Source: an optimization exercise on an open RTL-to-GDS flow (aim: small area and a short achievable clock period). Production flows keep margins and buffers that such runs may drop. The RTL was checked by simulation tests, not by an equivalence proof against the original design. Power is estimated from default activity; no workload was simulated.

--- flow/flow/run.sh ---
#!/bin/bash
# Standard layout, with the port buffers made from the smallest buffer cell
# instead of the resizer's default pick; timing repair upsizes them as needed.
cp standard.sh standard_sh.txt
export BUFFER_PORTS_ARGS="-buffer_cell sky130_fd_sc_hd__buf_1"
bash standard.sh > standard.log 2>&1
--- flow/standard.sh ---
#!/bin/bash
# synth_recipe.tcl (not shown) runs the flow's synth.tcl, then flattens the netlist and writes it again
# the make line also repeats each setting of config.mk as NAME=value (left out here)
make -C /OpenROAD-flow-scripts/flow DESIGN_CONFIG=/design/flow/config.mk WORK_HOME=/design/flow/orfs CLKGATE_MAP_FILE= SYNTH_SCRIPT=/design/flow/synth_recipe.tcl "${@:-finish}"
--- flow/config.mk ---
export PLATFORM = sky130hd
export DESIGN_NAME = mac_array
export DESIGN_NICKNAME = mac_array
export VERILOG_FILES = /design/flow/design.v
export SDC_FILE = /design/flow/constraint.sdc
export NUM_CORES = 4
export LEC_CHECK = 0
export CAP_MARGIN = 20
export CORE_MARGIN = 2
export CORE_UTILIZATION = 40
export SETUP_SLACK_MARGIN = 3.0
export SLEW_MARGIN = 20
export SYNTH_HIERARCHICAL = 1
--- flow/constraint.sdc ---
create_clock -name core_clock -period 8.5 [get_ports {clk}]
set_input_delay 1.7000 -clock core_clock [delete_from_list [all_inputs] [get_ports {clk}]]
set_output_delay 1.7000 -clock core_clock [all_outputs]
set_load 0.01 [all_outputs]
--- flow/design.v ---
module csa_fa (
    input  a,
    input  b,
    input  c,
    output s,
    output co
);
    assign s = a ^ b ^ c;
    assign co = (a & b) | (a & c) | (b & c);
endmodule
module csa_ha (
    input  a,
    input  b,
    output s,
    output co
);
    assign s = a ^ b;
    assign co = a & b;
endmodule
module csa_han (
    input  a,
    input  b,
    output s,
    output co
);
    assign s = ~(a ^ b);
    assign co = a | b;
endmodule
module sigmoid_activation #(
    parameter WIDTH = 16,
    parameter FRAC_BITS = 11
)(
    input  [15:0] x,
    output [15:0] y
);
    wire neg_sat = x[15] & ~(x[14] & x[13]);
    wire pos_sat = ~x[15] & (x[14] | (x[13] & (|x[12:0])));
    wire [15:0] lin = {~x[15], x[15], x[15], x[15:3]};
    assign y = pos_sat ? 16'hFFFF : (neg_sat ? 16'h0000 : lin);
endmodule
module mac_unit (
    input  clk,
    input  rst_n,
    input  enable,
    input  clear_acc,
    input  [7:0] input_data,
    input  [7:0] weight,
    output [15:0] mac_out,
    output [15:0] activated_out,
    output valid,
    output overflow
);
    reg [7:0] lo_l;
    reg [7:0] up_s;
    reg [7:0] up_c;
    reg        up_ci;
    reg [15:0] acc_hi;
    reg        hi_p;
    reg        overflow_reg;
    reg        valid_reg;
    wire [7:0] ur_g = up_s & up_c;
    wire [7:0] ur_p = up_s ^ up_c;
    wire ur_g0c = ur_g[0] | (ur_p[0] & up_ci);
    wire ur_g1_1 = ur_g[1] | (ur_p[1] & ur_g0c);
    wire ur_g1_3 = ur_g[3] | (ur_p[3] & ur_g[2]);
    wire ur_p1_3 = ur_p[3] & ur_p[2];
    wire ur_g1_5 = ur_g[5] | (ur_p[5] & ur_g[4]);
    wire ur_p1_5 = ur_p[5] & ur_p[4];
    wire ur_g1_7 = ur_g[7] | (ur_p[7] & ur_g[6]);
    wire ur_p1_7 = ur_p[7] & ur_p[6];
    wire ur_g2_2 = ur_g[2] | (ur_p[2] & ur_g1_1);
    wire ur_g2_3 = ur_g1_3 | (ur_p1_3 & ur_g1_1);
    wire ur_g2_6 = ur_g[6] | (ur_p[6] & ur_g1_5);
    wire ur_p2_6 = ur_p[6] & ur_p1_5;
    wire ur_g2_7 = ur_g1_7 | (ur_p1_7 & ur_g1_5);
    wire ur_p2_7 = ur_p1_7 & ur_p1_5;
    wire ur_g3_4 = ur_g[4] | (ur_p[4] & ur_g2_3);
    wire ur_g3_5 = ur_g1_5 | (ur_p1_5 & ur_g2_3);
    wire ur_g3_6 = ur_g2_6 | (ur_p2_6 & ur_g2_3);
    wire ur_g3_7 = ur_g2_7 | (ur_p2_7 & ur_g2_3);
    wire [7:0] ur_s = ur_p ^ {ur_g3_6, ur_g3_5, ur_g3_4, ur_g2_3, ur_g2_2, ur_g1_1, ur_g0c, up_ci};
    wire ur_co = ur_g3_7;
    wire [15:0] acc = {ur_s, lo_l};
    wire hi_inc = hi_p | ur_co;
    wire ovf = overflow_reg | (hi_inc & (&acc_hi));
    wire [15:0] hi_n = (acc_hi + {15'd0, hi_inc}) & {16{~clear_acc}};
    wire [7:0] a_g = input_data & {8{enable}};
    wire [15:0] lo_m = acc & {16{~clear_acc}};
    wire [63:0] pp;
    genvar gi, gj;
    generate
        for (gi = 0; gi < 8; gi = gi + 1) begin : g_pp_i
            for (gj = 0; gj < 8; gj = gj + 1) begin : g_pp_j
                assign pp[gi*8+gj] = a_g[gi] & weight[gj];
            end
        end
    endgenerate
    wire ts1, tc2, ts3, tc4, ts5, tc6, ts7, tc8, ts9, tc10, ts11, tc12, ts13, tc14, ts15, tc16, ts17, tc18, ts19, tc20, ts21, tc22, ts23, tc24, ts25, tc26, ts27, tc28, ts29, tc30, ts31, tc32, ts33, tc34, ts35, tc36, ts37, tc38, ts39, tc40, ts41, tc42, ts43, tc44, ts45, tc46, ts47, tc48, ts49, tc50, ts51, tc52, ts53, tc54, ts55, tc56, ts57, tc58, ts59, tc60, ts61, tc62, ts63, tc64, ts65, tc66, ts67, tc68, ts69, tc70, ts71, tc72, ts73, tc74, ts75, tc76, ts77, tc78, ts79, tc80, ts81, tc82, ts83, tc84, ts85, tc86, ts87, tc88, ts89, tc90, ts91, tc92, ts93, tc94, ts95, tc96, ts97, tc98, ts99, tc100, ts101, tc102, ts103, tc104, ts105, tc106, ts107, tc108, ts109, tc110, ts111, tc112;
    csa_ha u_ts1 (.a(lo_m[5]), .b(pp[12]), .s(ts1), .co(tc2));
    csa_fa u_ts3 (.a(lo_m[6]), .b(pp[13]), .c(pp[20]), .s(ts3), .co(tc4));
    csa_ha u_ts5 (.a(pp[27]), .b(pp[34]), .s(ts5), .co(tc6));
    csa_fa u_ts7 (.a(lo_m[7]), .b(pp[14]), .c(pp[21]), .s(ts7), .co(tc8));
    csa_fa u_ts9 (.a(pp[28]), .b(pp[35]), .c(pp[42]), .s(ts9), .co(tc10));
    csa_ha u_ts11 (.a(pp[49]), .b(pp[56]), .s(ts11), .co(tc12));
    csa_fa u_ts13 (.a(lo_m[8]), .b(pp[15]), .c(pp[22]), .s(ts13), .co(tc14));
    csa_fa u_ts15 (.a(pp[29]), .b(pp[36]), .c(pp[43]), .s(ts15), .co(tc16));
    csa_ha u_ts17 (.a(pp[50]), .b(pp[57]), .s(ts17), .co(tc18));
    csa_fa u_ts19 (.a(lo_m[9]), .b(pp[23]), .c(pp[30]), .s(ts19), .co(tc20));
    csa_fa u_ts21 (.a(pp[37]), .b(pp[44]), .c(pp[51]), .s(ts21), .co(tc22));
    csa_fa u_ts23 (.a(lo_m[10]), .b(pp[31]), .c(pp[38]), .s(ts23), .co(tc24));
    csa_ha u_ts25 (.a(lo_m[3]), .b(pp[10]), .s(ts25), .co(tc26));
    csa_fa u_ts27 (.a(lo_m[4]), .b(pp[11]), .c(pp[18]), .s(ts27), .co(tc28));
    csa_ha u_ts29 (.a(pp[25]), .b(pp[32]), .s(ts29), .co(tc30));
    csa_fa u_ts31 (.a(pp[19]), .b(pp[26]), .c(pp[33]), .s(ts31), .co(tc32));
    csa_fa u_ts33 (.a(pp[40]), .b(pp[5]), .c(ts1), .s(ts33), .co(tc34));
    csa_fa u_ts35 (.a(pp[41]), .b(pp[48]), .c(pp[6]), .s(ts35), .co(tc36));
    csa_fa u_ts37 (.a(tc2), .b(ts5), .c(ts3), .s(ts37), .co(tc38));
    csa_fa u_ts39 (.a(pp[7]), .b(tc6), .c(ts11), .s(ts39), .co(tc40));
    csa_fa u_ts41 (.a(tc4), .b(ts7), .c(ts9), .s(ts41), .co(tc42));
    csa_fa u_ts43 (.a(tc12), .b(ts17), .c(tc10), .s(ts43), .co(tc44));
    csa_fa u_ts45 (.a(tc8), .b(ts13), .c(ts15), .s(ts45), .co(tc46));
    csa_fa u_ts47 (.a(pp[58]), .b(tc18), .c(tc14), .s(ts47), .co(tc48));
    csa_fa u_ts49 (.a(tc16), .b(ts19), .c(ts21), .s(ts49), .co(tc50));
    csa_fa u_ts51 (.a(pp[45]), .b(pp[52]), .c(pp[59]), .s(ts51), .co(tc52));
    csa_fa u_ts53 (.a(tc20), .b(tc22), .c(ts23), .s(ts53), .co(tc54));
    csa_fa u_ts55 (.a(lo_m[11]), .b(pp[39]), .c(pp[46]), .s(ts55), .co(tc56));
    csa_fa u_ts57 (.a(pp[53]), .b(pp[60]), .c(tc24), .s(ts57), .co(tc58));
    csa_fa u_ts59 (.a(lo_m[12]), .b(pp[47]), .c(pp[54]), .s(ts59), .co(tc60));
    csa_ha u_ts61 (.a(lo_m[2]), .b(pp[16]), .s(ts61), .co(tc62));
    csa_fa u_ts63 (.a(pp[17]), .b(pp[24]), .c(pp[3]), .s(ts63), .co(tc64));
    csa_fa u_ts65 (.a(pp[4]), .b(tc26), .c(ts29), .s(ts65), .co(tc66));
    csa_fa u_ts67 (.a(tc30), .b(tc28), .c(ts31), .s(ts67), .co(tc68));
    csa_fa u_ts69 (.a(tc32), .b(ts35), .c(tc34), .s(ts69), .co(tc70));
    csa_fa u_ts71 (.a(tc36), .b(ts39), .c(tc38), .s(ts71), .co(tc72));
    csa_fa u_ts73 (.a(tc40), .b(ts43), .c(tc42), .s(ts73), .co(tc74));
    csa_fa u_ts75 (.a(tc44), .b(ts47), .c(tc46), .s(ts75), .co(tc76));
    csa_fa u_ts77 (.a(ts51), .b(tc48), .c(tc50), .s(ts77), .co(tc78));
    csa_fa u_ts79 (.a(tc52), .b(ts55), .c(ts57), .s(ts79), .co(tc80));
    csa_fa u_ts81 (.a(pp[61]), .b(tc56), .c(ts59), .s(ts81), .co(tc82));
    csa_fa u_ts83 (.a(lo_m[13]), .b(pp[55]), .c(pp[62]), .s(ts83), .co(tc84));
    csa_ha u_ts85 (.a(lo_m[1]), .b(pp[1]), .s(ts85), .co(tc86));
    csa_fa u_ts87 (.a(pp[2]), .b(pp[9]), .c(ts61), .s(ts87), .co(tc88));
    csa_fa u_ts89 (.a(tc62), .b(ts25), .c(ts63), .s(ts89), .co(tc90));
    csa_fa u_ts91 (.a(tc64), .b(ts27), .c(ts65), .s(ts91), .co(tc92));
    csa_fa u_ts93 (.a(tc66), .b(ts33), .c(ts67), .s(ts93), .co(tc94));
    csa_fa u_ts95 (.a(tc68), .b(ts37), .c(ts69), .s(ts95), .co(tc96));
    csa_fa u_ts97 (.a(ts41), .b(tc70), .c(ts71), .s(ts97), .co(tc98));
    csa_fa u_ts99 (.a(ts45), .b(tc72), .c(ts73), .s(ts99), .co(tc100));
    csa_fa u_ts101 (.a(ts49), .b(tc74), .c(ts75), .s(ts101), .co(tc102));
    csa_fa u_ts103 (.a(ts53), .b(tc76), .c(ts77), .s(ts103), .co(tc104));
    csa_fa u_ts105 (.a(tc54), .b(tc78), .c(ts79), .s(ts105), .co(tc106));
    csa_fa u_ts107 (.a(tc58), .b(ts81), .c(tc80), .s(ts107), .co(tc108));
    csa_fa u_ts109 (.a(tc60), .b(ts83), .c(tc82), .s(ts109), .co(tc110));
    csa_fa u_ts111 (.a(lo_m[14]), .b(pp[63]), .c(tc84), .s(ts111), .co(tc112));
    wire [15:0] row_a = {lo_m[15], ts111, ts109, tc106, tc104, tc102, tc100, tc98, tc96, tc94, tc92, tc90, tc88, tc86, pp[8], lo_m[0]};
    wire [15:0] row_b = {tc112, tc110, tc108, ts107, ts105, ts103, ts101, ts99, ts97, ts95, ts93, ts91, ts89, ts87, ts85, pp[0]};
    wire [7:0] lr_g = row_a[7:0] & row_b[7:0];
    wire [7:0] lr_p = row_a[7:0] ^ row_b[7:0];
    wire lr_g1_1 = lr_g[1] | (lr_p[1] & lr_g[0]);
    wire lr_g1_3 = lr_g[3] | (lr_p[3] & lr_g[2]);
    wire lr_p1_3 = lr_p[3] & lr_p[2];
    wire lr_g1_5 = lr_g[5] | (lr_p[5] & lr_g[4]);
    wire lr_p1_5 = lr_p[5] & lr_p[4];
    wire lr_g1_7 = lr_g[7] | (lr_p[7] & lr_g[6]);
    wire lr_p1_7 = lr_p[7] & lr_p[6];
    wire lr_g2_2 = lr_g[2] | (lr_p[2] & lr_g1_1);
    wire lr_g2_3 = lr_g1_3 | (lr_p1_3 & lr_g1_1);
    wire lr_g2_6 = lr_g[6] | (lr_p[6] & lr_g1_5);
    wire lr_p2_6 = lr_p[6] & lr_p1_5;
    wire lr_g2_7 = lr_g1_7 | (lr_p1_7 & lr_g1_5);
    wire lr_p2_7 = lr_p1_7 & lr_p1_5;
    wire lr_g3_4 = lr_g[4] | (lr_p[4] & lr_g2_3);
    wire lr_g3_5 = lr_g1_5 | (lr_p1_5 & lr_g2_3);
    wire lr_g3_6 = lr_g2_6 | (lr_p2_6 & lr_g2_3);
    wire lr_g3_7 = lr_g2_7 | (lr_p2_7 & lr_g2_3);
    wire [7:0] lr_s = lr_p ^ {lr_g3_6, lr_g3_5, lr_g3_4, lr_g2_3, lr_g2_2, lr_g1_1, lr_g[0], 1'b0};
    wire lr_co = lr_g3_7;
    wire c16 = 1'b0;
    always @(posedge clk or negedge rst_n) begin
        if (!rst_n) begin
            lo_l <= 8'd0;
            up_s <= 8'd0;
            up_c <= 8'd0;
            up_ci <= 1'b0;
            acc_hi <= 16'd0;
            hi_p <= 1'b0;
            overflow_reg <= 1'b0;
            valid_reg <= 1'b0;
        end else begin
            lo_l <= lr_s;
            up_s <= row_a[15:8];
            up_c <= row_b[15:8];
            up_ci <= lr_co;
            acc_hi <= hi_n;
            hi_p <= c16;
            overflow_reg <= ~clear_acc & ovf;
            valid_reg <= enable;
        end
    end
    assign overflow = ovf;
    assign valid = valid_reg;
    assign mac_out = acc;
    sigmoid_activation activation (
        .x(acc),
        .y(activated_out)
    );
endmodule
module mac_array (
    input  clk,
    input  rst_n,
    input  [3:0] enable,
    input  [3:0] clear_acc,
    input  [31:0] input_data,
    input  [31:0] weight,
    output [63:0] mac_out,
    output [63:0] activated_out,
    output [3:0] valid,
    output [3:0] overflow
);
    genvar i;
    generate
        for (i = 0; i < 4; i = i + 1) begin : mac_channels
            mac_unit mac_inst (
                .clk(clk),
                .rst_n(rst_n),
                .enable(enable[i]),
                .clear_acc(clear_acc[i]),
                .input_data(input_data[8*i+7:8*i]),
                .weight(weight[8*i+7:8*i]),
                .mac_out(mac_out[16*i+15:16*i]),
                .activated_out(activated_out[16*i+15:16*i]),
                .valid(valid[i]),
                .overflow(overflow[i])
            );
        end
    endgenerate
endmodule
==> out/metrics.cfg, run 1 <==
[run_status]
status = finished clean

[logic_synthesis]
syn-cell-area_sq_um = 15400
synth_area_leaders = fa_1 (29%), dfrtp_1 (28%), and3_1 (11%)
synth_most_common_cell = and3_1
ys.warnings.count = 7
synth_top_area_share_pct = 28.6
synth_top_area_cell = fa_1
synth_common_cells = and3_1 (264), fa_1 (220), dfrtp_1 (172), ha_1 (92)
async_flop_share_pct = 100
synth-edff-count = 0
syn_nets = 1786
ys_ff_latch = 172
yosysSeqAreaShare_pct = 27.9
syn_avg_cell_area_sq_um = 11.0
synthFlopType = dfrtp_1
ys_types = 40
netlist_instances = 1400

[die]
die_width_um = 200
core_area_sq_um = 37800
start_util_pct = 40.7
die_h_um = 200
io_pins = 210
row_count = 71
die_area_sq_um = 40100

[global_route]
overflow = 0
grt_max_degree = 78
grt_pass1_vias = 11499
antenna_found_initial = 0
grt_pass1_wl_um = 61300
track_usage_pct = 18.7

[cells_and_area]
final_area_sq_um = 17200
multi_input_area_sq_um = 10500
nets = 1961
nFillCells = 3643
seq_area_sq_um = 4300
antenna_cells = 0
largest_reg_flops = 64
drive_gt1_share_pct = 3.53
area_delta_synth_final_pct = 11.4
regMostFlops = mac_channels.mac_inst.acc_hi
instances_no_fill = 2099

[placement]
dp_hpwl_um = 28000
place_ws_ns = 3.38
place_congestion = 0.845
place_inst = 2066
place_area_sq_um = 16600
portBuffers = 209

[detailed_routing]
post_drt_wl_per_cell_um = 17.3
num_vias = 11186
totalWireLength_um = 36400
drc = 0
drt_iter0_markers = 660
avgViaCountPerCell = 5.33
drtAntennaViolNets = 0
firstDrtPassIters = 4

[critical_path]
slowest_delay_ns = 0.55
worst_setup_path_start_kind = flop
crit_path_frequent_cell = fa_1
crit_path_end_kind = output port
worstPathMaxFanout = 12
cp_data_required_time_ns = 6.80
cp_cell_sequence = fa_1, inv_1, fa_1, nand2b_1, nand2b_1, a21oi_1, fa_1, inv_1, nor4_1, and4_1, o21ai_0, buf_1
cp_slowest_cell = fa_1
arrival_ns = 3.57
path_class = reg -> out

[worst_hold_path]
worstHoldPathType = reg -> reg

[clock_network]
cts_tree = done
cts-root-buf = clkbuf_16
cts.clk_slew.worst_paths_ns = 0.07
cts_buffers = 17
clk_path_buf_depth = 2
clk_latency_ns = 0.44
htree_levels = 4
hold_buffers = 0
clock-sinks = 172

[pwr]
p_int_mw = 2.64
p_seq_share_pct = 22.9
p_leak_nw = 8.84
p_per_area_nw_per_um2 = 294
power_frac_clock_pct = 15.2
sw_frac_of_total_pct = 47.6
power_mw = 5.05
power_switching_mw = 2.41
ir_drop_v = 0.000165
comb_power_share_pct = 61.8

[sta]
slew_headroom_pct = 46.1
timing.final.crit_share_pct = 62.1
setup_viol_count_final = 0
worst_slack_ns = 3.23
slew_viol_final = 0
hold_viol = 0
tightestPinTransition_ns = 0.808
clock.fmax_mhz = 190
finalClockSkew_ns = 0.0125
rsz0062_at_grt = false
period_needed_ns = 5.27
fin_setup_tns_ns = 0

[job]
maxCapViolCount = 0

==> metal layers <==
layer / global-route usage [%] / vias to the layer above / wire length [um]
li1: - / 5216 / -
met1: 26.5 / 5710 / 17100
met2: 30.3 / 233 / 17400
met3: 2.90 / 27 / 1470
met4: 4.21 / 0 / 418
met5: 0 / - / 0
==> final cells by class <==
class / instances / share of cell area [%]
Sequential cell: 172 / 25.0
Inverter: 76 / 1.66
Clock inverter: 11 / 0.641
Tap cell: 511 / 3.72
Multi-Input combinational cell: 1088 / 61.1
Timing Repair Buffer: 220 / 5.18
Clock buffer: 21 / 2.68
==> logic make-up after synthesis <==
| logic type | count (synthesis) | share of synthesized area (%) |
|---|---|---|
| DFF | 172 | 27.9 |
| adders and majority gates | 312 | 36.0 |
| AOI/OAI and AO/OA | 156 | 7.14 |
| xor gates and xnor gates | 68 | 3.86 |
| buffers and inverters | 140 | 4.06 |
| and+or+nand+nor | 552 | 21.0 |
==> stage by stage <==
step           utilization, %  hold WS [ns]
2_1_floorplan               -         0.481
3_3_place_gp             43.8         0.496
3_5_place_dp             43.8         0.499
4_1_cts                  45.3         0.517
5_1_grt                  45.4         0.529
6_report                 45.4         0.516
==> worst paths after layout <==
kind	slack, ns	from	cells after the start	to
min	0.52	mac_channels[2].mac_inst.overflow_reg	1	mac_channels[2].mac_inst.overflow_reg
max reg2reg	4.84	mac_channels[3].mac_inst.up_s[0]	11	mac_channels[3].mac_inst.up_c[4]
max in group asynchronous	6.02	rst_n	2	mac_channels[2].mac_inst.lo_l[2]
max	3.23	mac_channels[3].mac_inst.up_s[0]	12	activated_out[60]
min in group asynchronous	1.26	rst_n	1	mac_channels[1].mac_inst.lo_l[5]
min reg2reg	0.52	mac_channels[2].mac_inst.overflow_reg	1	mac_channels[2].mac_inst.overflow_reg
==> cells in the final DEF (no fill, tap or decap), types with 40 or more instances in the layout <==
master	n
and3_1	264
fa_1	220
buf_1	208
dfrtp_1	172
ha_1	92
inv_1	76
nor2_1	76
xor2_1	56
nor2b_1	44
o2bb2ai_1	40
==> per-module statistics from Yosys, one instance, submodules excluded, excerpt <==
module,cells,times used,cell area (sq um),flops+latches
mac_unit,268,4,2610,43
sigmoid_activation,26,4,180,0
csa_fa,1,192,20.0,0
csa_ha,1,32,12.5,0
==> what timing repair did <==
action | 4_1_cts | 5_1_grt
gates resized for setup | 1 | 2
endpoints found under the setup margin | 4 | 16
buffers inserted | 0 | 0
gates cloned | 0 | 0
==> critical path: cells and delay by family (launching register included) <==
family,cells,cell delay (ns)
AO/OA/AOI/OAI,2,0.29
flip-flops,1,0.37
buffers and inverters,3,0.32
adder cells (fa/ha/maj),3,1.11
AND/OR/NAND/NOR,4,1.04
==> power groups by stage <==
| stage | Clock [mW] | Combinational [mW] | Sequential, mW |
|---|---|---|---|
| after global placement | 0 | 3.08 | 1.17 |
| final | 0.770 | 3.12 | 1.16 |
| after detailed placement | 0 | 3.14 | 1.17 |
| after global routing | 0.831 | 3.52 | 1.18 |
| after CTS | 0.797 | 3.16 | 1.16 |
| after floorplan | 0 | 2.16 | 1.15 |
==> inputs of run 2 (changes only) <==
--- a/flow/config.mk
+++ b/flow/config.mk
@@ -8,6 +8,7 @@
 export CAP_MARGIN = 20
 export CORE_MARGIN = 2
 export CORE_UTILIZATION = 40
-export SETUP_SLACK_MARGIN = 3.0
+export CTS_BUF_LIST = sky130_fd_sc_hd__clkbuf_4 sky130_fd_sc_hd__clkbuf_8
+export SETUP_SLACK_MARGIN = 4.0
 export SLEW_MARGIN = 20
 export SYNTH_HIERARCHICAL = 1
==> out/metrics.cfg, run 2 <==
[run_status]
status = finished clean

[clock_network]
cts_buffers = 17
htree_levels = 4
clk_latency_ns = 0.48
clock-sinks = 172
cts-root-buf = clkbuf_8
cts_tree = done
clk_path_buf_depth = 2
hold_buffers = 0
cts.clk_slew.worst_paths_ns = 0.09

[critical_path]
critPathTopFamily = simple AND/OR/NAND/NOR gates
path_class = reg -> out
worstPathMaxFanout = 6
worst_setup_path_start_kind = flop
slowest_delay_ns = 0.40
crit_path_frequent_cell = fa_2
cp_data_required_time_ns = 6.80
crit_path_end_kind = output port
cp_cell_sequence = fa_2, inv_2, fa_2, nand2b_4, a21oi_4, or3_4, and2_4, nor4_4, and4_4, o21ai_4, buf_2
cp_slowest_cell = dfrtp_1
crit_buf_inv = 2
crit_start = mac_channels[0].mac_inst.up_s[0]
arrival_ns = 3.19
reg2reg_from = mac_channels[0].mac_inst.up_s[0]

[cells_and_area]
nets = 2007
nFillCells = 3508
area_delta_synth_final_pct = 19.8
antenna_cells = 0
regMostFlops = mac_channels.mac_inst.acc_hi
layout_commonest_cell = and3_1
multi_input_area_sq_um = 11400
drive_gt1_share_pct = 18.4
layout_common_cells = and3_1 (260), fa_1 (204), dfrtp_1 (172)
largest_reg_flops = 64
seq_area_sq_um = 4300

[sta]
tightestPinTransition_ns = 0.918
worst_slack_ns = 3.61
finalClockSkew_ns = 0.0208
period_needed_ns = 4.89
slew_viol_final = 0
setup_viol_count_final = 0
fin_setup_tns_ns = 0
clock.fmax_mhz = 205
timing.final.crit_share_pct = 57.5
hold_viol = 0
slew_headroom_pct = 38.8
rsz0062_at_grt = true

[pwr]
p_leak_nw = 9.40
ir_drop_v = 0.000207
p_per_area_nw_per_um2 = 339

[global_route]
grt_max_degree = 71
grt_pass1_vias = 11965
overflow = 0
antenna_found_initial = 0
track_usage_pct = 19.2
grt_pass1_wl_um = 62700

[die]
core_area_sq_um = 37800
die_width_um = 200
start_util_pct = 40.7
io_pins = 210
row_count = 71
die_h_um = 200
die_area_sq_um = 40100

[detailed_routing]
totalWireLength_um = 38300
post_drt_wl_per_cell_um = 17.8
drt_iter0_markers = 521
drc = 0
drtAntennaViolNets = 0
avgViaCountPerCell = 5.37
firstDrtPassIters = 5
num_vias = 11511

[worst_hold_path]
worstHoldPathType = reg -> reg
worstHoldStart = mac_channels[2].mac_inst.overflow_reg

[placement]
dp_hpwl_um = 28000
portBuffers = 209
place_ws_ns = 3.55
place_congestion = 0.808

[logic_synthesis]
ys.warnings.count = 7
synth-edff-count = 0
syn_avg_cell_area_sq_um = 11.0
synthMuxAreaShare_pct = 0
synth_area_leaders = fa_1 (29%), dfrtp_1 (28%), and3_1 (11%)
async_flop_share_pct = 100
synth_adder_area_share_pct = 36.0
synth-compound-area-share_pct = 7.14
synthFlopType = dfrtp_1
synth-simple-area-share_pct = 21.0
syn_nets = 1786
synth_most_common_cell = and3_1
ys_types = 40
syn-cell-area_sq_um = 15400
synth_top_area_share_pct = 28.6
netlist_instances = 1400
synth_top_family_by_area = adder cells
synth-xor-area-share_pct = 3.86
yosysSeqAreaShare_pct = 27.9
ys_ff_latch = 172
synth_top_area_cell = fa_1
synth_common_cells = and3_1 (264), fa_1 (220), dfrtp_1 (172), ha_1 (92)

[job]
maxCapViolCount = 0

==> run 2: cell counts after synthesis <==
Identical to the previous run, type by type.
==> run 2: cell families (layout without fill, tap and decap cells) <==
family,Yosys count,in the layout
DFF,172,172
buffers and inverters,140,368
xor gates and xnor gates,68,68
AOI/OAI and AO/OA,156,157
adders and majority gates,312,312
and+or+nand+nor,552,556
==> run 2: cell type report <==
type / count / area share [%]
Multi-Input combinational cell: 1093 / 61.7
Timing Repair Buffer: 261 / 7.84
Sequential cell: 172 / 23.3
Tap cell: 511 / 3.46
Clock buffer: 17 / 1.27
Clock inverter: 14 / 0.874
Inverter: 76 / 1.57
==> run 2: final timing paths <==
| check | cells after the start | end | slack, ns |
|---|---|---|---|
| worst min register to register | 1 | mac_channels[2].mac_inst.overflow_reg | 0.52 |
| min in group asynchronous | 2 | mac_channels[1].mac_inst.lo_l[6] | 1.42 |
| worst max-delay path | 11 | activated_out[13] | 3.61 |
| worst min-delay path | 1 | mac_channels[2].mac_inst.overflow_reg | 0.52 |
| max in group asynchronous | 3 | mac_channels[3].mac_inst.acc_hi[4] | 5.93 |
| worst max register to register | 12 | mac_channels[0].mac_inst.up_c[4] | 4.72 |
==> run 2: power breakdown <==
group          internal, mW  leakage [nW]  total (mW)  switching [mW]
Sequential             1.02          2.27        1.17           0.153
Combinational          2.07          6.94        4.50            2.43
Clock                 0.267         0.201       0.598           0.331
Total                  3.35          9.40        6.27            2.92
==> run 2: layer usage <==
metal | share of wire [%] | routed length [um] | vias up | global-route usage (%)
met5 | 0 | 0 | - | 0
met4 | 1.5 | 561 | 0 | 5.08
met3 | 3.6 | 1390 | 34 | 3.08
met2 | 48 | 18500 | 243 | 30.9
met1 | 47 | 17900 | 5896 | 27.1
li1 | - | - | 5338 | -
==> run 2: metrics by stage <==
| stage | hold WS [ns] | util [%] | cells | cell area, sq um | power [mW] |
|---|---|---|---|---|---|
| floorplan | 0.481 | - | 1400 | 15600 | 3.32 |
| global placement | 0.496 | 44.0 | 2069 | 16600 | 4.26 |
| detailed placement | 0.501 | 44.0 | 2069 | 16600 | 4.34 |
| CTS | 0.525 | 47.4 | 2133 | 17900 | 5.75 |
| global route | 0.541 | 48.8 | 2144 | 18500 | 6.77 |
| finish | 0.522 | 48.8 | 2144 | 18500 | 6.27 |
==> run 2: modules after synthesis (local to each module, per instance), excerpt <==
module,cell area (sq um),cells,flip-flops and latches
sigmoid_activation,180,26,0
mac_unit,2610,268,43
csa_ha,12.5,1,0
csa_fa,20.0,1,0
==> run 2: repair_timing <==
item	CTS	global route
setup endpoints to repair	69	82
gates cloned	6	1
pin swaps	38	31
gates resized for setup	181	126
setup buffers	27	10
==> inputs of run 3 (changes only) <==
--- a/flow/config.mk
+++ b/flow/config.mk
@@ -9,6 +9,6 @@
 export CORE_MARGIN = 2
 export CORE_UTILIZATION = 40
 export CTS_BUF_LIST = sky130_fd_sc_hd__clkbuf_4 sky130_fd_sc_hd__clkbuf_8
-export SETUP_SLACK_MARGIN = 4.0
+export SETUP_SLACK_MARGIN = 4.5
 export SLEW_MARGIN = 20
 export SYNTH_HIERARCHICAL = 1
==> out/metrics.cfg, run 3 <==
[logic_synthesis]
netlist_instances = 1400
synth-edff-count = 0
syn-cell-area_sq_um = 15400
synthFlopType = dfrtp_1
synth_top_area_share_pct = 28.6
synth_top_area_cell = fa_1
synth_common_cells = and3_1 (264), fa_1 (220), dfrtp_1 (172), ha_1 (92)
yosysSeqAreaShare_pct = 27.9
ys_types = 40
ys.warnings.count = 7
syn_avg_cell_area_sq_um = 11.0
synth_area_leaders = fa_1 (29%), dfrtp_1 (28%), and3_1 (11%)
ys_ff_latch = 172
synth_most_common_cell = and3_1
syn_nets = 1786
async_flop_share_pct = 100

[cells_and_area]
regMostFlops = mac_channels.mac_inst.acc_hi
final_area_sq_um = 20300
area_delta_synth_final_pct = 31.7
nets = 2065
layout_common_cells = and3_1 (233), fa_1 (175), dfrtp_1 (172)
nFillCells = 3274
drive_gt1_share_pct = 31.2
largest_reg_flops = 64
antenna_cells = 0
layout_commonest_cell = and3_1
instances_no_fill = 2203

[critical_path]
worstPathMaxFanout = 6
worst-r2r-setup-slack_ns = 4.74
arrival_ns = 3.19
cp_data_required_time_ns = 6.80
crit_path_end_kind = output port
worst_setup_path_start_kind = flop
path_class = reg -> out

[sta]
tightestPinTransition_ns = 0.888
rsz0062_at_grt = true
fin_setup_tns_ns = 0
clock.fmax_mhz = 204
slew_viol_final = 0
setup_viol_count_final = 0
slew_headroom_pct = 40.8
period_needed_ns = 4.89
timing.final.crit_share_pct = 57.5
hold_viol = 0
finalClockSkew_ns = 0.0149
worst_slack_ns = 3.61

[clock_network]
htree_levels = 4
clk_latency_ns = 0.49
hold_buffers = 0
clk_path_buf_depth = 2
clock-sinks = 172
cts.clk_slew.worst_paths_ns = 0.10
cts-root-buf = clkbuf_8
cts_tree = done
cts_buffers = 17

[job]
maxCapViolCount = 0

[global_route]
grt_pass1_vias = 12534
antenna_found_initial = 0
overflow = 0
grt_max_degree = 70
track_usage_pct = 20.3
grt_pass1_wl_um = 66100

[placement]
dp_hpwl_um = 27800
place_congestion = 0.840
place_ws_ns = 3.55
place_inst = 2066
place_area_sq_um = 17200
portBuffers = 209

[die]
io_pins = 210
row_count = 71
die_width_um = 200
core_area_sq_um = 37800
die_area_sq_um = 40100
die_h_um = 200
start_util_pct = 40.7

[worst_hold_path]
worstHoldPathType = reg -> reg

[pwr]
p_per_area_nw_per_um2 = 338
p_leak_nw = 10.1
ir_drop_v = 0.000167

[detailed_routing]
drtAntennaViolNets = 0
num_vias = 11948
post_drt_wl_per_cell_um = 18.3
drc = 0
totalWireLength_um = 40300
drt_iter0_markers = 704
avgViaCountPerCell = 5.42
firstDrtPassIters = 5

[run_status]
status = finished clean

==> run 3: what timing repair did <==
action,CTS,global route
hold endpoints to repair,0,0
setup endpoints to repair,104,109
pin swaps,85,61
gates cloned,17,2
resized for setup,234,170
buffers inserted,55,31
==> run 3: area by class of cell <==
cell class | instances | area, sq um | share of cell area [%]
inverters | 76 | 298 | 1.47
multi-input cells | 1092 | 12100 | 59.6
clock inverters | 15 | 165 | 0.813
clock buffers | 17 | 234 | 1.15
repair buffers | 320 | 2570 | 12.7
well taps | 511 | 639 | 3.15
flip-flops and latches | 172 | 4300 | 21.2
==> run 3: through the flow <==
step           util (%)  hold slack (ns)  total power, mW
4_1_cts            51.3            0.526             6.27
6_report           53.7            0.525             6.87
3_5_place_dp       45.5            0.502             4.81
3_3_place_gp       45.5            0.494             4.76
5_1_grt            53.7            0.552             7.38
2_1_floorplan         -            0.481             3.86
==> run 3: cells by family (layout without fill, tap and decap cells) <==
family / after synthesis / after routing / share of synthesized area [%]
buffers and inverters: 140 / 428 / 4.06
AO/OA/AOI/OAI: 156 / 156 / 7.14
flip-flops: 172 / 172 / 27.9
XOR/XNOR: 68 / 68 / 3.86
adder cells (fa/ha/maj): 312 / 312 / 36.0
AND/OR/NAND/NOR: 552 / 556 / 21.0
==> run 3: modules after synthesis, one instance, submodules excluded, excerpt <==
module	cells	copies in the design	flops+latches	area [sq um]
mac_unit	268	4	43	2610
sigmoid_activation	26	4	0	180
csa_fa	1	192	0	20.0
csa_ha	1	32	0	12.5
==> run 3: final timing paths <==
kind                                                  startpoint                                    end  cells after the start
max in group asynchronous                                  rst_n       mac_channels[1].mac_inst.up_c[5]                      2
min in group asynchronous                                  rst_n     mac_channels[1].mac_inst.valid_reg                      1
max reg2reg                     mac_channels[0].mac_inst.up_s[0]       mac_channels[0].mac_inst.up_c[3]                     11
min reg2reg                mac_channels[2].mac_inst.overflow_reg  mac_channels[2].mac_inst.overflow_reg                      1
max                             mac_channels[3].mac_inst.up_s[0]                      activated_out[50]                     11
min                        mac_channels[2].mac_inst.overflow_reg  mac_channels[2].mac_inst.overflow_reg                      1
==> run 3: power by group <==
group | switching (mW) | internal [mW]
logic | 2.60 | 2.49
clock network | 0.338 | 0.266
registers | 0.157 | 1.02
total | 3.10 | 3.78
==> run 3: critical path: stages (launching register included) <==
cell and delay (ns):
dfrtp_1 0.40, fa_2 0.38, inv_2 0.07, fa_2 0.20, nand2b_4 0.14, a21oi_4 0.06, or3_4 0.39, and2_4 0.19
nor4_4 0.31, and4_4 0.34, o2bb2ai_2 0.07, buf_2 0.14
==> run 3: per-layer routing <==
layer	GRT usage, %	share of wire [%]
met2	32.9	49
met3	2.86	3.5
met1	28.5	45
met5	0	0
met4	5.48	1.7
==> inputs of run 4 (changes only) <==
==> flow/flow/run.sh (replaced) <==
#!/bin/bash
# Layout flow: the standard ORFS flow with two changes.
#  1. Synthesis extracts full/half adder cells only inside the carry-save
#     cells (csa_fa, csa_ha); the other adders are left to ABC, so their
#     carry chains are not built from slow full-adder cells.  Registers are
#     untouched, so they match the standard synthesis.
#  2. The port buffers use the smallest buffer cell; timing repair upsizes
#     the ones on critical paths.
set -euo pipefail
HERE=$PWD
sed 's/^\(  extract_fa {\*}\[dont_use_extract_fa_args\]\)$/\1 csa_fa csa_ha/' \
  "$FLOW_HOME/scripts/synth.tcl" > "$HERE/synth_sel.tcl"
grep -q 'dont_use_extract_fa_args\] csa_fa csa_ha' "$HERE/synth_sel.tcl"
sed "s#^source \$::env(SCRIPTS_DIR)/synth.tcl\$#source $HERE/synth_sel.tcl#" \
  "$HERE/synth_recipe.tcl" > "$HERE/synth_recipe_sel.tcl"
grep -q "source $HERE/synth_sel.tcl" "$HERE/synth_recipe_sel.tcl"
export BUFFER_PORTS_ARGS="-buffer_cell sky130_fd_sc_hd__buf_1"
bash standard.sh SYNTH_SCRIPT="$HERE/synth_recipe_sel.tcl" finish > standard.log 2>&1
--- a/flow/config.mk
+++ b/flow/config.mk
@@ -9,6 +9,6 @@
 export CORE_MARGIN = 2
 export CORE_UTILIZATION = 40
 export CTS_BUF_LIST = sky130_fd_sc_hd__clkbuf_4 sky130_fd_sc_hd__clkbuf_8
-export SETUP_SLACK_MARGIN = 4.5
+export SETUP_SLACK_MARGIN = 4.3
 export SLEW_MARGIN = 20
 export SYNTH_HIERARCHICAL = 1
==> out/metrics.cfg, run 4 <==
[sta]
hold_viol = 0
clock.fmax_mhz = 226
finalClockSkew_ns = 0.0152
period_needed_ns = 4.42
fin_setup_tns_ns = 0
setup_viol_count_final = 0
slew_headroom_pct = 42.3
timing.final.crit_share_pct = 52.0
tightestPinTransition_ns = 0.866
slew_viol_final = 0
worst_slack_ns = 4.08
rsz0062_at_grt = true

[die]
io_pins = 210
start_util_pct = 40.4
die_width_um = 204
die_area_sq_um = 41700
row_count = 73
core_area_sq_um = 39600
die_h_um = 204

[logic_synthesis]
synth_top_area_cell = dfrtp_1
syn_nets = 1850
synth_most_common_cell = and3_1
synthFlopType = dfrtp_1
yosysSeqAreaShare_pct = 26.9
netlist_instances = 1552
ys.warnings.count = 7
syn_avg_cell_area_sq_um = 10.3
synth_area_leaders = dfrtp_1 (27%), fa_1 (24%), and3_1 (10%)
async_flop_share_pct = 100
syn-cell-area_sq_um = 16000
ys_types = 51
synth_common_cells = and3_1 (268), fa_1 (192), dfrtp_1 (172), xnor2_1 (116), nor2b_1 (88)
synth_top_area_share_pct = 26.9
synth-edff-count = 0
ys_ff_latch = 172

[detailed_routing]
post_drt_wl_per_cell_um = 18.1
drt_iter0_markers = 768
firstDrtPassIters = 5
drc = 0
totalWireLength_um = 42200
drtAntennaViolNets = 0
avgViaCountPerCell = 5.53
num_vias = 12896

[clock_network]
clk_latency_ns = 0.49
hold_buffers = 0
cts_tree = done
cts-root-buf = clkbuf_8
clk_path_buf_depth = 2
cts.clk_slew.worst_paths_ns = 0.09
cts_buffers = 17
clock-sinks = 172
htree_levels = 4

[global_route]
grt_pass1_vias = 13067
grt_max_degree = 68
track_usage_pct = 20.3
overflow = 0
grt_pass1_wl_um = 68000
antenna_found_initial = 0

[pwr]
power_mw = 6.77
p_per_area_nw_per_um2 = 338
p_leak_nw = 9.15
ir_drop_v = 0.000178

[placement]
place_area_sq_um = 17400
place_congestion = 0.833
place_ws_ns = 3.33
dp_hpwl_um = 29000
portBuffers = 209

[critical_path]
worstPathMaxFanout = 7
arrival_ns = 2.72
path_class = reg -> out
reg2reg_from = mac_channels[1].mac_inst.up_c[0]
cp_cell_sequence = o22ai_2, o221ai_2, nand3_2, o211a_4, maj3_2, xnor2_4, inv_2, o21ai_4, o2bb2ai_2, buf_2
crit_start = mac_channels[1].mac_inst.up_s[0]
crit_path_end_kind = output port
cp_slowest_cell = dfrtp_1
slowest_delay_ns = 0.43
worst_setup_path_start_kind = flop
cp_data_required_time_ns = 6.80

[cells_and_area]
largest_reg_flops = 64
area_delta_synth_final_pct = 25.0
layout_commonest_cell = and3_1
nFillCells = 3589
layout_common_cells = and3_1 (256), fa_1 (188), dfrtp_1 (153)
nets = 2098
antenna_cells = 0
final_area_sq_um = 20000
regMostFlops = mac_channels.mac_inst.acc_hi
drive_gt1_share_pct = 26.6

[worst_hold_path]
worstHoldPathType = reg -> reg
worstHoldStart = mac_channels[2].mac_inst.acc_hi[14]

[job]
maxCapViolCount = 0

[run_status]
status = finished clean

## run 4: changes by cell type after synthesis, sizes merged, moves of 20 or more
cell	delta
a21oi	+40
clkbuf	+28
fa	-28
ha	-60
inv	-36
maj3	+20
mux2	+24
nand2	+40
nor2b	+44
xnor2	+104
xor2	-36
## run 4: critical path, delay by kind of cell, from the launching register on
family                   cells  cell delay [ns]
XOR/XNOR                     1             0.27
AND/OR/NAND/NOR              1             0.12
flip-flops                   1             0.43
AO/OA/AOI/OAI                5             0.78
buffers and inverters        2             0.27
adder cells (fa/ha/maj)      1             0.36
## run 4: final timing paths
check	end	slack (ns)	cells after the start
worst max-delay path	activated_out[25]	4.08	10
worst min-delay path	mac_channels[2].mac_inst.acc_hi[14]	0.56	2
worst max register to register	mac_channels[1].mac_inst.up_c[2]	4.96	7
worst min register to register	mac_channels[2].mac_inst.acc_hi[14]	0.56	2
max in group asynchronous	mac_channels[1].mac_inst.up_s[5]	5.77	2
min in group asynchronous	mac_channels[0].mac_inst.up_ci	1.28	1
## run 4: final cells by class
cell class	instances	area, sq um	area share [%]
Inverter	40	153	0.762
Tap cell	525	657	3.28
Timing Repair Buffer	297	1790	8.92
Clock buffer	20	256	1.28
Sequential cell	172	4330	21.6
Multi-Input combinational cell	1272	12700	63.4
Clock inverter	8	146	0.731
## run 4: cell families (layout without fill, tap and decap cells)
kind of cell,Yosys count,in the layout,synth area share (%)
adder cells (fa/ha/maj),244,244,27.7
AND/OR/NAND/NOR,620,628,22.7
multiplexers,24,24,1.69
XOR/XNOR,136,136,7.44
buffers and inverters,120,365,3.53
AO/OA/AOI/OAI,236,240,10.0
flip-flops,172,172,26.9
## run 4: routing by layer
layer	vias to the layer above	routed length (um)	GRT usage, %
met5	-	0	0
met4	0	618	5.80
met3	43	1650	3.22
met2	253	20700	33.7
met1	6583	19200	27.5
li1	6017	-	-
## run 4: repair_timing
| item | 4_1_cts | 5_1_grt |
|---|---|---|
| endpoints found under the hold margin | 0 | 0 |
| cloned | 12 | 2 |
| endpoints found under the setup margin | 87 | 88 |
| resized for setup | 253 | 111 |
| pin swaps | 64 | 57 |
| buffers inserted | 57 | 23 |
## run 4: per-module statistics from Yosys, one instance, submodules excluded, excerpt
module | times used | cells inside | flip-flops and latches
mac_unit | 4 | 306 | 43
sigmoid_activation | 4 | 26 | 0
csa_fa | 192 | 1 | 0
csa_ha | 32 | 1 | 0
## run 4: power by group
part	internal, mW	switching, mW
sequential	1.02	0.278
combinational	2.24	2.61
clock	0.323	0.302
total	3.58	3.19
## run 4: through the flow
step / hold slack, ns / util [%] / cells
global placement: 0.533 / 43.8 / 2212
finish: 0.562 / 50.5 / 2334
CTS: 0.559 / 49.1 / 2309
floorplan: 0.516 / - / 1552
detailed placement: 0.542 / 43.8 / 2212
global route: 0.587 / 50.5 / 2334
==> inputs of run 5 (changes only) <==
--- a/flow/config.mk
+++ b/flow/config.mk
@@ -9,6 +9,6 @@
 export CORE_MARGIN = 2
 export CORE_UTILIZATION = 40
 export CTS_BUF_LIST = sky130_fd_sc_hd__clkbuf_4 sky130_fd_sc_hd__clkbuf_8
-export SETUP_SLACK_MARGIN = 4.3
+export SETUP_SLACK_MARGIN = 4.6
 export SLEW_MARGIN = 20
 export SYNTH_HIERARCHICAL = 1
==> out/metrics.cfg, run 5 <==
[detailed_routing]
drc = 0
drt_iter0_markers = 773
totalWireLength_um = 44200
drtAntennaViolNets = 0
avgViaCountPerCell = 5.55
post_drt_wl_per_cell_um = 18.4
firstDrtPassIters = 5
num_vias = 13364

[sta]
clock.fmax_mhz = 220
timing.final.crit_share_pct = 53.4
hold_viol = 0
tightestPinTransition_ns = 0.945
setup_viol_count_final = 0
slew_viol_final = 0
finalClockSkew_ns = 0.0173
period_needed_ns = 4.54
rsz0062_at_grt = true
fin_setup_tns_ns = 0
slew_headroom_pct = 37.0

[clock_network]
cts.clk_slew.worst_paths_ns = 0.09
clk_latency_ns = 0.54
htree_levels = 4
clock-sinks = 172
cts-root-buf = clkbuf_8
cts_tree = done
clk_path_buf_depth = 2
cts_buffers = 17

[logic_synthesis]
synthFlopType = dfrtp_1
synth_most_common_cell = and3_1
syn_avg_cell_area_sq_um = 10.3
synth-edff-count = 0
ys_types = 51
synth_top_family_by_area = adder cells
async_flop_share_pct = 100
ys_ff_latch = 172
netlist_instances = 1552
syn_nets = 1850
synth_top_area_share_pct = 26.9
synth_area_leaders = dfrtp_1 (27%), fa_1 (24%), and3_1 (10%)
synth-simple-area-share_pct = 22.7
synth_top_area_cell = dfrtp_1
synth_common_cells = and3_1 (268), fa_1 (192), dfrtp_1 (172), xnor2_1 (116), nor2b_1 (88)
synth-xor-area-share_pct = 7.44
synthMuxAreaShare_pct = 1.69
yosysSeqAreaShare_pct = 26.9
syn-cell-area_sq_um = 16000
synth-compound-area-share_pct = 10.0
synth_adder_area_share_pct = 27.8
ys.warnings.count = 7

[cells_and_area]
area_delta_synth_final_pct = 37.4
layout_common_cells = and3_1 (235), dfrtp_1 (150), fa_1 (141)
regMostFlops = mac_channels.mac_inst.acc_hi
largest_reg_flops = 64
layout_commonest_cell = and3_1
drive_gt1_share_pct = 38.2
nets = 2166
antenna_cells = 0
nFillCells = 3353
final_area_sq_um = 22000

[die]
io_pins = 210
die_area_sq_um = 41700
die_h_um = 204
row_count = 73
core_area_sq_um = 39600
die_width_um = 204
start_util_pct = 40.4

[placement]
portBuffers = 209
place_congestion = 0.818
dp_hpwl_um = 28700
place_area_sq_um = 18000

[pwr]
p_leak_nw = 9.91
p_per_area_nw_per_um2 = 349
ir_drop_v = 0.000434

[job]
maxCapViolCount = 0

[critical_path]
worstPathMaxFanout = 5
worst_setup_path_start_kind = flop
cp_data_required_time_ns = 6.80
crit_path_end_kind = output port
arrival_ns = 2.84
path_class = reg -> out

[run_status]
status = finished clean

[global_route]
track_usage_pct = 21.2
grt_max_degree = 111
overflow = 0
grt_pass1_vias = 13586
grt_pass1_wl_um = 70400
antenna_found_initial = 0

[worst_hold_path]
worstHoldPathType = reg -> reg

## run 5: cell types whose count changed in the layout (fill, tap and decap cells not counted), sizes merged, moves of 3 or more
cell,previous run,this run
buf,257,340
o21ai,52,48
clkbuf,60,42
clkinv,3,6
bufbuf,0,6
## run 5: logic make-up (layout without fill, tap and decap cells)
| group | after synthesis | after routing |
|---|---|---|
| AO/OA/AOI/OAI | 236 | 236 |
| buffers and inverters | 120 | 441 |
| AND/OR/NAND/NOR | 620 | 628 |
| multiplexers | 24 | 24 |
| adder cells (fa/ha/maj) | 244 | 244 |
| XOR/XNOR | 136 | 136 |
| flip-flops | 172 | 172 |
## run 5: power by group
group          internal (mW)  switching (mW)  total [mW]
clock                  0.277           0.340       0.617
combinational           2.96            2.78        5.74
sequential              1.02           0.299        1.32
total                   4.26            3.42        7.68
## run 5: final cells by class
class | count | area [sq um] | area share [%]
timing repair buffer | 369 | 3060 | 13.9
sequential | 172 | 4330 | 19.7
clock inverter | 13 | 141 | 0.642
multi-input combinational | 1268 | 13400 | 60.9
tap | 525 | 657 | 2.98
inverter | 40 | 150 | 0.682
clock buffer | 19 | 262 | 1.19
## run 5: path summary, 6_finish.rpt
check | start | end | slack, ns | cells after the start
min in group asynchronous | rst_n | mac_channels[1].mac_inst.overflow_reg | 1.29 | 1
setup reg to reg | mac_channels[3].mac_inst.up_s[0] | mac_channels[3].mac_inst.up_c[1] | 4.97 | 9
setup / recovery | mac_channels[1].mac_inst.up_s[0] | activated_out[18] | 3.96 | 9
hold reg to reg | mac_channels[0].mac_inst.acc_hi[14] | mac_channels[0].mac_inst.acc_hi[14] | 0.56 | 2
hold / removal | mac_channels[0].mac_inst.acc_hi[14] | mac_channels[0].mac_inst.acc_hi[14] | 0.56 | 2
max in group asynchronous | rst_n | mac_channels[3].mac_inst.up_c[1] | 6.00 | 2
## run 5: metrics by stage
step | utilization (%) | total power [mW] | instances | worst slack (ns) | hold slack (ns)
2_1_floorplan | - | 4.07 | 1552 | 3.99 | 0.516
3_3_place_gp | 45.4 | 4.88 | 2210 | 3.39 | 0.532
3_5_place_dp | 45.4 | 4.95 | 2210 | 3.33 | 0.541
4_1_cts | 52.7 | 6.91 | 2353 | 3.99 | 0.560
5_1_grt | 55.5 | 8.18 | 2406 | 3.84 | 0.595
6_report | 55.5 | 7.68 | 2406 | 3.96 | 0.561
## run 5: repair_timing
action	4_1_cts	5_1_grt
setup buffers	91	49
cloned	20	4
hold buffers	0	0
gates resized for setup	353	160
pin swaps	106	79
endpoints found under the setup margin	130	102
## run 5: critical path, stage by stage (launching register included)
cell	delay, ns
dfrtp_2	0.49
a21oi_4	0.21
o221ai_2	0.14
and2_4	0.18
maj3_2	0.35
xnor2_4	0.28
o21ai_4	0.15
clkbuf_16	0.19
o2bb2ai_2	0.15
buf_2	0.17
## run 5: layer usage
metal	vias to the layer above	part of all wire [%]	GRT usage, %	wire, um
met4	0	2.0	7.35	868
met2	332	51	35.0	22400
met3	75	4.3	4.02	1910
met5	-	0	0	0
met1	6812	43	27.9	19100
li1	6145	-	-	-
## run 5: per-module statistics from Yosys (local to each module, per instance), a selection
module	area, sq um	copies in the design
sigmoid_activation	180	4
mac_unit	2760	4
csa_ha	12.5	32
csa_fa	20.0	192
==> inputs of run 6 (changes only) <==
--- a/flow/config.mk
+++ b/flow/config.mk
@@ -5,10 +5,11 @@
 export SDC_FILE = /design/flow/constraint.sdc
 export NUM_CORES = 4
 export LEC_CHECK = 0
+export ABC_CLOCK_PERIOD_IN_PS = 3500
 export CAP_MARGIN = 20
 export CORE_MARGIN = 2
 export CORE_UTILIZATION = 40
 export CTS_BUF_LIST = sky130_fd_sc_hd__clkbuf_4 sky130_fd_sc_hd__clkbuf_8
-export SETUP_SLACK_MARGIN = 4.6
+export SETUP_SLACK_MARGIN = 4.0
 export SLEW_MARGIN = 20
 export SYNTH_HIERARCHICAL = 1
==> out/metrics.cfg, run 6 <==
[sta]
fin_hold_ws_ns = 0.559
timing.final.crit_share_pct = 53.1
hold_viol = 0
clock.fmax_mhz = 221
setup_viol_count_final = 0
slew_viol_final = 0
slew_headroom_pct = 43.4
finalClockSkew_ns = 0.0157
rsz0062_at_grt = true
worst_slack_ns = 3.98
tightestPinTransition_ns = 0.850
period_needed_ns = 4.52
fin_setup_tns_ns = 0

[logic_synthesis]
netlist_instances = 1552
synth_top_area_cell = dfrtp_1
syn_avg_cell_area_sq_um = 10.3
async_flop_share_pct = 100
synthFlopType = dfrtp_1
ys_types = 51
synth-edff-count = 0
syn-cell-area_sq_um = 16000
ys_ff_latch = 172
yosysSeqAreaShare_pct = 26.9
synth_most_common_cell = and3_1
synth_top_area_share_pct = 26.9
synth_common_cells = and3_1 (268), fa_1 (192), dfrtp_1 (172), xnor2_1 (116), nor2b_1 (88)
ys.warnings.count = 7
synth_area_leaders = dfrtp_1 (27%), fa_1 (24%), and3_1 (10%)
syn_nets = 1850

[worst_hold_path]
worstHoldPathType = reg -> reg
hold_depth = 2

[die]
io_pins = 210
row_count = 73
die_h_um = 204
start_util_pct = 40.4
die_area_sq_um = 41700
core_area_sq_um = 39600
die_width_um = 204

[placement]
portBuffers = 209
dp_hpwl_um = 28900
place_congestion = 0.837
place_area_sq_um = 17200
place_ws_ns = 3.38

[pwr]
p_leak_nw = 8.66
power_mw = 6.17
p_per_area_nw_per_um2 = 324
ir_drop_v = 0.000163

[detailed_routing]
avgViaCountPerCell = 5.53
firstDrtPassIters = 5
num_vias = 12658
drtAntennaViolNets = 0
drt_iter0_markers = 677
post_drt_wl_per_cell_um = 17.3
drc = 0
totalWireLength_um = 39700

[clock_network]
cts_tree = done
clk_latency_ns = 0.50
clk_path_buf_depth = 2
cts-root-buf = clkbuf_8
clock-sinks = 172
cts_buffers = 17
cts.clk_slew.worst_paths_ns = 0.10
htree_levels = 4

[global_route]
track_usage_pct = 19.0
antenna_found_initial = 0
grt_max_degree = 68
grt_pass1_wl_um = 63800
overflow = 0
grt_pass1_vias = 12392

[cells_and_area]
largest_reg_flops = 64
area_delta_synth_final_pct = 18.8
layout_common_cells = and3_1 (264), fa_1 (192), buf_1 (172)
drive_gt1_share_pct = 18.0
antenna_cells = 0
regMostFlops = mac_channels.mac_inst.acc_hi
final_area_sq_um = 19000
nets = 2051
layout_commonest_cell = and3_1

[critical_path]
cp_data_required_time_ns = 6.80
worst_setup_path_start_kind = flop
r2r_cells = 8
arrival_ns = 2.82
worstPathMaxFanout = 6
crit_path_end_kind = output port
path_class = reg -> out

[job]
maxCapViolCount = 0

[run_status]
status = finished clean

## run 6: cell counts after synthesis
Identical to the previous run, type by type.
## run 6: what timing repair did
item	4_1_cts	5_1_grt
setup endpoints to repair	67	66
buffers inserted	18	21
resized for setup	137	86
hold buffers	0	0
gates cloned	5	2
pin swaps	19	25
## run 6: final cells by class
type | count | area, sq um
fill | 3694 | 20600
clock inverter | 12 | 163
tap | 525 | 657
timing repair buffer | 255 | 1250
multi-input combinational | 1267 | 12200
sequential | 172 | 4320
clock buffer | 20 | 269
inverter | 40 | 150
## run 6: modules after synthesis, one instance, submodules excluded, excerpt
| module | flops+latches | cells inside |
|---|---|---|
| csa_fa | 0 | 1 |
| mac_unit | 43 | 306 |
| sigmoid_activation | 0 | 26 |
| csa_ha | 0 | 1 |
## run 6: per-stage QoR
stage	std cells	util [%]
after floorplan	1552	-
after global placement	2213	43.5
after detailed placement	2213	43.5
after CTS	2268	46.6
after global routing	2291	48.0
final	2291	48.0
## run 6: power breakdown
group | switching, mW | total, mW | leakage (nW) | internal, mW
registers | 0.266 | 1.29 | 2.25 | 1.02
logic | 2.37 | 4.26 | 6.21 | 1.89
clock network | 0.319 | 0.631 | 0.202 | 0.312
## run 6: worst max-delay path: stages (launching register included)
cell,delay (ns)
dfrtp_1,0.45
buf_4,0.16
maj3_1,0.36
xnor2_1,0.59
nor4_2,0.15
and4_4,0.27
o21ai_4,0.21
buf_6,0.13
## run 6: kinds of logic (layout without fill, tap and decap cells)
kind of cell    count (synthesis)  after routing  share of synthesized area (%)
compound gates                236            239                           10.0
xor+xnor                      136            136                           7.44
fa+ha+maj                     244            244                           27.7
buf+inv                       120            327                           3.53
flops                         172            172                           26.9
mux                            24             24                           1.69
simple gates                  620            624                           22.7
## run 6: path summary, 6_finish.rpt
kind | from | to | slack (ns)
max | mac_channels[0].mac_inst.up_c[0] | activated_out[13] | 3.98
min | mac_channels[1].mac_inst.acc_hi[14] | mac_channels[1].mac_inst.acc_hi[14] | 0.56
max reg2reg | mac_channels[0].mac_inst.up_c[0] | mac_channels[0].mac_inst.up_c[2] | 4.75
min reg2reg | mac_channels[1].mac_inst.acc_hi[14] | mac_channels[1].mac_inst.acc_hi[14] | 0.56
max in group asynchronous | rst_n | mac_channels[1].mac_inst.up_c[4] | 5.89
min in group asynchronous | rst_n | mac_channels[0].mac_inst.lo_l[7] | 1.25
## run 6: layer usage
layer / vias to the layer above / share of wire [%] / GRT usage [%] / routed length, um
li1: 5895 / - / - / -
met1: 6477 / 46 / 26.4 / 18400
met2: 243 / 49 / 31.0 / 19400
met3: 43 / 3.4 / 2.65 / 1340
met4: 0 / 1.7 / 5.46 / 680
met5: - / 0 / 0 / 0
==> inputs of run 7 (changes only) <==
--- a/flow/config.mk
+++ b/flow/config.mk
@@ -5,7 +5,6 @@
 export SDC_FILE = /design/flow/constraint.sdc
 export NUM_CORES = 4
 export LEC_CHECK = 0
-export ABC_CLOCK_PERIOD_IN_PS = 3500
 export CAP_MARGIN = 20
 export CORE_MARGIN = 2
 export CORE_UTILIZATION = 40
==> out/metrics.cfg, run 7 <==
[placement]
portBuffers = 209
place_congestion = 0.837
dp_hpwl_um = 28900

[logic_synthesis]
syn_nets = 1850
synth-simple-area-share_pct = 22.7
synthMuxAreaShare_pct = 1.69
synth-compound-area-share_pct = 10.0
synth_area_leaders = dfrtp_1 (27%), fa_1 (24%), and3_1 (10%)
synth_top_family_by_area = adder cells
synthFlopType = dfrtp_1
synth_top_area_share_pct = 26.9
netlist_instances = 1552
synth_most_common_cell = and3_1
ys_types = 51
synth-xor-area-share_pct = 7.44
synth_common_cells = and3_1 (268), fa_1 (192), dfrtp_1 (172), xnor2_1 (116), nor2b_1 (88)
synth_adder_area_share_pct = 27.8
ys_ff_latch = 172
yosysSeqAreaShare_pct = 26.9
syn_avg_cell_area_sq_um = 10.3
syn-cell-area_sq_um = 16000
synth_top_area_cell = dfrtp_1
synth-edff-count = 0
async_flop_share_pct = 100
ys.warnings.count = 7

[sta]
finalClockSkew_ns = 0.0157
slew_headroom_pct = 43.4
setup_viol_count_final = 0
fin_setup_tns_ns = 0
clock.fmax_mhz = 221
tightestPinTransition_ns = 0.850
timing.final.crit_share_pct = 53.1
rsz0062_at_grt = true
hold_viol = 0
slew_viol_final = 0
period_needed_ns = 4.52

[pwr]
sw_frac_of_total_pct = 47.9
p_per_area_nw_per_um2 = 324
ir_drop_v = 0.000163
comb_power_share_pct = 69.0
power_frac_clock_pct = 10.2
p_int_mw = 3.22
power_switching_mw = 2.96
p_seq_share_pct = 20.8
p_leak_nw = 8.66

[critical_path]
timing.rr.end = mac_channels[0].mac_inst.up_c[2]
worst_setup_path_start_kind = flop
crit_path_end_kind = output port
cp_data_required_time_ns = 6.80
reg2reg_from = mac_channels[0].mac_inst.up_c[0]
arrival_ns = 2.82
worst-r2r-setup-slack_ns = 4.75
r2r_cells = 8
worstPathMaxFanout = 6
path_class = reg -> out

[worst_hold_path]
min_to = mac_channels[1].mac_inst.acc_hi[14]
worstHoldPathType = reg -> reg
hold_depth = 2
worstHoldStart = mac_channels[1].mac_inst.acc_hi[14]

[cells_and_area]
regMostFlops = mac_channels.mac_inst.acc_hi
multi_input_area_sq_um = 12200
drive_gt1_share_pct = 18.0
antenna_cells = 0
largest_reg_flops = 64
seq_area_sq_um = 4320
area_delta_synth_final_pct = 18.8
layout_commonest_cell = and3_1
nets = 2051
nFillCells = 3694
post-route-util_pct = 48.0
layout_common_cells = and3_1 (264), fa_1 (192), buf_1 (172)

[global_route]
track_usage_pct = 19.0
antenna_found_initial = 0
grt_pass1_wl_um = 63800
grt_max_degree = 68
overflow = 0
grt_pass1_vias = 12392

[detailed_routing]
totalWireLength_um = 39700
avgViaCountPerCell = 5.53
post_drt_wl_per_cell_um = 17.3
firstDrtPassIters = 5
drc = 0
num_vias = 12658
drtAntennaViolNets = 0
drt_iter0_markers = 677

[run_status]
status = finished clean

[die]
die_h_um = 204
die_area_sq_um = 41700
die_width_um = 204
core_area_sq_um = 39600
row_count = 73
io_pins = 210
start_util_pct = 40.4

[clock_network]
htree_levels = 4
clock-sinks = 172
cts_buffers = 17
cts-root-buf = clkbuf_8
cts_tree = done
cts.clk_slew.worst_paths_ns = 0.10
hold_buffers = 0
clk_path_buf_depth = 2
clk_latency_ns = 0.50

[job]
maxCapViolCount = 0

-- run 7: cell counts in the layout (fill, tap and decap cells not counted) --
Identical to the previous run, type by type.
-- run 7: power groups by stage --
stage | Sequential [mW] | Clock [mW] | Combinational, mW
after global placement | 1.25 | 0 | 3.29
after floorplan | 1.20 | 0 | 2.41
after global routing | 1.31 | 0.691 | 4.63
after CTS | 1.26 | 0.657 | 3.87
final | 1.29 | 0.631 | 4.26
after detailed placement | 1.26 | 0 | 3.33
-- run 7: how the worst max path moves through the flow --
stage                                startpoint                               end  slack, ns  cells past startpoint
4_1_cts        mac_channels[0].mac_inst.up_s[1]                  activated_out[6]       3.98                     10
5_1_grt        mac_channels[0].mac_inst.up_c[0]                 activated_out[13]       3.89                      7
6_report       mac_channels[0].mac_inst.up_c[0]                 activated_out[13]       3.98                      7
2_1_floorplan                         enable[0]  mac_channels[0].mac_inst.lo_l[6]       3.99                     11
3_5_place_dp                          enable[0]  mac_channels[0].mac_inst.lo_l[7]       3.38                     10
3_3_place_gp                          enable[0]  mac_channels[0].mac_inst.lo_l[6]       3.45                     10
-- run 7: repair_timing --
action / in CTS / in global routing
resized for setup: 137 / 86
setup endpoints to repair: 67 / 66
buffers inserted: 18 / 21
pin swaps: 19 / 25
cloned: 5 / 2
-- run 7: per-module statistics from Yosys (local to each module, per instance), excerpt --
module | cells | times used | flops+latches
csa_ha | 1 | 32 | 0
sigmoid_activation | 26 | 4 | 0
mac_unit | 306 | 4 | 43
csa_fa | 1 | 192 | 0
-- run 7: cell type report --
| cell class | count | area share, % |
|---|---|---|
| repair buffers | 255 | 6.57 |
| clock buffers | 20 | 1.41 |
| multi-input cells | 1267 | 64.2 |
| inverters | 40 | 0.789 |
| flip-flops and latches | 172 | 22.7 |
| well taps | 525 | 3.45 |
| clock inverters | 12 | 0.855 |
-- run 7: stage by stage --
step                      worst slack, ns  power, mW  std cells  hold slack [ns]  area, sq um
after floorplan                      3.99       3.61       1552            0.516        16300
after detailed placement             3.38       4.59       2213            0.550        17200
after CTS                            3.98       5.79       2268            0.562        18500
final                                3.98       6.17       2291            0.559        19000
after global routing                 3.89       6.64       2291            0.581        19000
after global placement               3.45       4.53       2213            0.527        17200
-- run 7: routing by layer --
metal | track usage [%] | share of wire [%]
met5 | 0 | 0
met4 | 5.46 | 1.7
met3 | 2.65 | 3.4
met2 | 31.0 | 49
met1 | 26.4 | 46
-- run 7: worst max-delay path, stage by stage, from the launching register on --
cell	delay (ns)
dfrtp_1	0.45
buf_4	0.16
maj3_1	0.36
xnor2_1	0.59
nor4_2	0.15
and4_4	0.27
o21ai_4	0.21
buf_6	0.13
-- run 7: kinds of logic (layout without fill, tap and decap cells) --
kind of cell | count (synthesis) | in the layout
xor+xnor | 136 | 136
fa+ha+maj | 244 | 244
mux | 24 | 24
simple gates | 620 | 624
buf+inv | 120 | 327
flops | 172 | 172
compound gates | 236 | 239

-- afterwards: timing with drivers on the ports --
No port has a modelled driver above. Below, the same layouts with a new extraction and two added sets of constraints. Step 1: set_driving_cell puts a clkbuf_16 on clk and a buf_2 on each other input, an assumption about the parent block. Step 2 times the ports against the registers' clock, not the clock port: input delays grow and output delays shrink by t, the midpoint of the rising clock arrivals with the driver on. Slacks: ideal / step 1 / step 2; pairs: ideal / step 1.
run | shift t [ns] | setup slack, ns | worst setup path after step 2
run 1 | 0.479 | 3.225 / 3.179 / 3.527 | input to register
run 2 | 0.524 | 3.613 / 3.563 / 3.620 | input to register
run 3 | 0.530 | 3.609 / 3.563 / 3.770 | input to register
run 4 | 0.526 | 4.081 / 4.037 / 3.833 | input to register
run 5 | 0.579 | 3.962 / 3.919 / 3.930 | input to register
run 6 | 0.535 | 3.984 / 3.936 / 3.600 | input to register
run 7 | 0.535 | 3.984 / 3.936 / 3.600 | input to register
After both steps every run listed still meets setup and hold.
